From an optimization exercise on the open Yosys and OpenROAD flow, aimed at small area; shortcuts taken in it are not production practice.
Function was checked by simulation only, so behaviour that the tests miss may differ from the original.
No activity file was given, so power comes from the tool's default toggle rates.

Setup of run 1:
// spi_master
module spi_master #( parameter integer DIV_COEF = 0 ) (
    input               clk_in,          
    input               nrst,            
    input               request,         
    input   [4:0]       nbits,           
    input  [31:0]       mosi_data,       
    output [31:0]       miso_data,       
    output              ready,           
    output              spi_oe,          
    output              spi_csn,         
    output              spi_sck,         
    output              spi_mosi,        
    output              spi_mosi_oe,     
    input               spi_mosi_in,     
    input               spi_miso         
);
    localparam integer div_coef_i = (DIV_COEF == 0) ? 10000 : DIV_COEF - 1;
    localparam [15:0] div_coef_ = div_coef_i[15:0];
    localparam [2:0]
        S_IDLE0  = 3'd0,     
        S_IDLE1  = 3'd1,     
        S_RUN    = 3'd2,     
        S_FIRST  = 3'd3,     
        S_HIGH   = 3'd4,
        S_LOW    = 3'd5,
        S_FINISH = 3'd6,
        S_END    = 3'd7;
    reg [2:0]  state;
    reg [4:0]  cnt;          
    reg [31:0] miso_reg;
    reg        rd;
    reg        spi3w;
    wire idle = (state == S_IDLE0) || (state == S_IDLE1);
    wire cfg_req = request && (nbits == 5'd0);
    wire mosi_bit = mosi_data[cnt];
    assign ready = (state == S_IDLE1);
    assign spi_oe = !idle;
    assign spi_csn = idle || (state == S_END);
    assign spi_sck = (state != S_LOW);
    assign spi_mosi = (state == S_RUN || state == S_FIRST) ? 1'b1 : mosi_bit;
    wire rd_tri = ({1'b0, cnt} + 6'd8 <= {1'b0, nbits});
    assign spi_mosi_oe = !idle && !(spi3w && rd && rd_tri);
    assign miso_data = miso_reg;
    reg [15:0] divider;
    reg [15:0] div_coef;
    reg divider_out;
    reg configure;
    wire [15:0] coef_d = !nrst ? div_coef_ :
        (configure && (nbits == 5'd0) && mosi_data[31] && mosi_data[23]) ? mosi_data[15:0] : div_coef;
    wire wrap = &divider;
    wire tick = divider_out;
    always @(posedge clk_in) begin
        div_coef <= coef_d;
  ...
Size: about 300 cells after synthesis, about 76 flip-flops, roughly 0.0035 sq mm of cells after synthesis.
export LEC_CHECK = 0
export CAP_MARGIN = 20
export CORE_MARGIN = 2
export CORE_UTILIZATION = 40
export SLEW_MARGIN = 20
create_clock -name core_clock -period 5.0 [get_ports {clk_in}]
standard.sh (not shown) runs the stock make flow with config.mk's settings and CLKGATE_MAP_FILE= SYNTH_SCRIPT=/design/flow/synth_recipe.tcl, a recipe that flattens the netlist after the stock synthesis.
==> flow/flow/run.sh <==
#!/bin/bash
# Standard ORFS layout (the standard.sh) with smaller port buffers and a
# CTS without dummy loads.
set -euo pipefail
export BUFFER_PORTS_ARGS="-buffer_cell sky130_fd_sc_hd__buf_1"
export CTS_ARGS="-sink_clustering_enable -repair_clock_nets -dont_use_dummy_load -buf_list sky130_fd_sc_hd__clkbuf_8 -sink_clustering_size 25 -sink_clustering_max_diameter 100"
bash standard.sh > standard.log 2>&1
Run 1 was carried through to the last stage, and its layout satisfied the timing, design-rule and antenna checks.
### run 1 -> run 2
Settings: changing CORE_UTILIZATION from 40 to 65.
==> flow/flow/run.sh <==
#!/bin/bash
# Standard ORFS layout (the standard.sh) with smaller port buffers and a
# CTS without dummy loads.
set -euo pipefail
export BUFFER_PORTS_ARGS="-buffer_cell sky130_fd_sc_hd__buf_1"
export CTS_ARGS="-sink_clustering_enable -repair_clock_nets -dont_use_dummy_load -buf_list sky130_fd_sc_hd__clkbuf_4 -root_buf sky130_fd_sc_hd__clkbuf_8"
bash standard.sh > standard.log 2>&1
### Flow results
- Any difference in total power between run 2 and run 1 is small enough to ignore.
- Number of ordinary and repair buffers in the finished layout (lower): run 2
- In run 2 the met2 wirelength from detailed routing turned out about 6% higher than in run 1.
The inputs of run 3 differ from those of run 2 as listed below.
Settings: a change of CORE_UTILIZATION from 65 to 40.
==> flow/flow/run.sh <==
#!/bin/bash
# Standard ORFS layout (the standard.sh) with smaller port buffers and a
# CTS without dummy loads.
set -euo pipefail
export BUFFER_PORTS_ARGS="-buffer_cell sky130_fd_sc_hd__buf_1"
export CTS_ARGS="-sink_clustering_enable -repair_clock_nets -dont_use_dummy_load -buf_list sky130_fd_sc_hd__clkbuf_16 -sink_clustering_size 40 -sink_clustering_max_diameter 200"
bash standard.sh > standard.log 2>&1
Notes after the runs:
- [compare] base=run 2 new=run 3: post-route minimum period decreased 0.27 ns; final worst-path setup slack increased 0.27 ns; overall die area increased about 60%; maximum frequency increased 22 MHz; design area increased 3.9%.
- [run 3 vs run 2] average vias per placed instance: lower in run 3
- Across run 2 and run 3, the outcome is the same: a clean finish for every run.
- Comparing run 2 with run 3, the hold slack came out essentially unchanged.
- Compared with run 2, run 3 shows a higher clock power.
- Relative to run 2, overall fraction of global-route tracks in use has decreased by 10 points in run 3.

========
spi_master, a different RTL version from the one above (not shown whole).
For scale: about 340 cells after synthesis, about 76 flip-flops, roughly 80 I/O pins.
## spi_master
module spi_master #( parameter integer DIV_COEF = 0 ) (
    input               clk_in,          
    input               nrst,            
    input               request,         
    input   [4:0]       nbits,           
    input  [31:0]       mosi_data,       
    output [31:0]       miso_data,       
    output              ready,           
    output              spi_oe,          
    output              spi_csn,         
    output              spi_sck,         
    output              spi_mosi,        
    output              spi_mosi_oe,     
    input               spi_mosi_in,     
    input               spi_miso         
);
clock: 5.0 ns
lec_check: 0
cap_margin: 20
core_margin: 2
core_utilization: 40
slew_margin: 20
==> flow/flow/run.sh <==
#!/bin/bash
# Standard ORFS layout (the standard.sh) with two changes:
#  - port buffers use the smallest buffer cell (buffer_ports -buffer_cell)
#  - CTS does not insert dummy loads
set -euo pipefail
export BUFFER_PORTS_ARGS="-buffer_cell sky130_fd_sc_hd__buf_1"
export CTS_ARGS="-sink_clustering_enable -repair_clock_nets -dont_use_dummy_load -buf_list sky130_fd_sc_hd__clkbuf_8"
bash standard.sh > standard.log 2>&1
Change:
--- a/flow/flow/run.sh
+++ b/flow/flow/run.sh
@@ -7 +7 @@
-export CTS_ARGS="-sink_clustering_enable -repair_clock_nets -dont_use_dummy_load -buf_list sky130_fd_sc_hd__clkbuf_8"
+export CTS_ARGS="-sink_clustering_enable -repair_clock_nets -dont_use_dummy_load"
Result: Final area is unchanged. Power is unchanged. Maximum frequency stays the same. Register-to-register slack is about the same. Worst setup slack does not change.

re-timing with driven ports:
No port has a modelled driver above. Below, the same layouts with a new extraction and two added sets of constraints. Step 1 assumes that a clkbuf_16 drives the clock port and a buf_2 every other input. Step 2 also shifts input and output timing later by t, the mid clock arrival at the registers, as if the neighbouring blocks saw the same clock. a / b / c = ideal ports / drivers / drivers and shift; a / b = the first two.
| run | t (ns) | slack for setup (ns) | worst setup path after step 2 | latest minus earliest clock arrival (ns) | pins driven straight from the clock port |
|---|---|---|---|---|---|
| run 1 | 0.364 | 1.584 / 1.557 / 1.557 | input to output | 0.021 / 0.020 | 1 |
| run 2 | 0.368 | 1.301 / 1.271 / 1.498 | input to output | 0.012 / 0.012 | 1 |
| run 3 | 0.356 | 1.574 / 1.548 / 1.548 | input to output | 0.012 / 0.012 | 1 |
| the first run of note 2 | 0.364 | 1.573 / 1.541 / 1.905 | register to output | 0.029 / 0.029 | 1 |
| the second run of note 2 | 0.364 | 1.573 / 1.541 / 1.905 | register to output | 0.029 / 0.029 | 1 |
After both steps setup and hold are still met in every run listed. For run 1, which loses most, drivers alone change the setup slack by -0.027 ns; drivers and shift together by -0.027 ns.
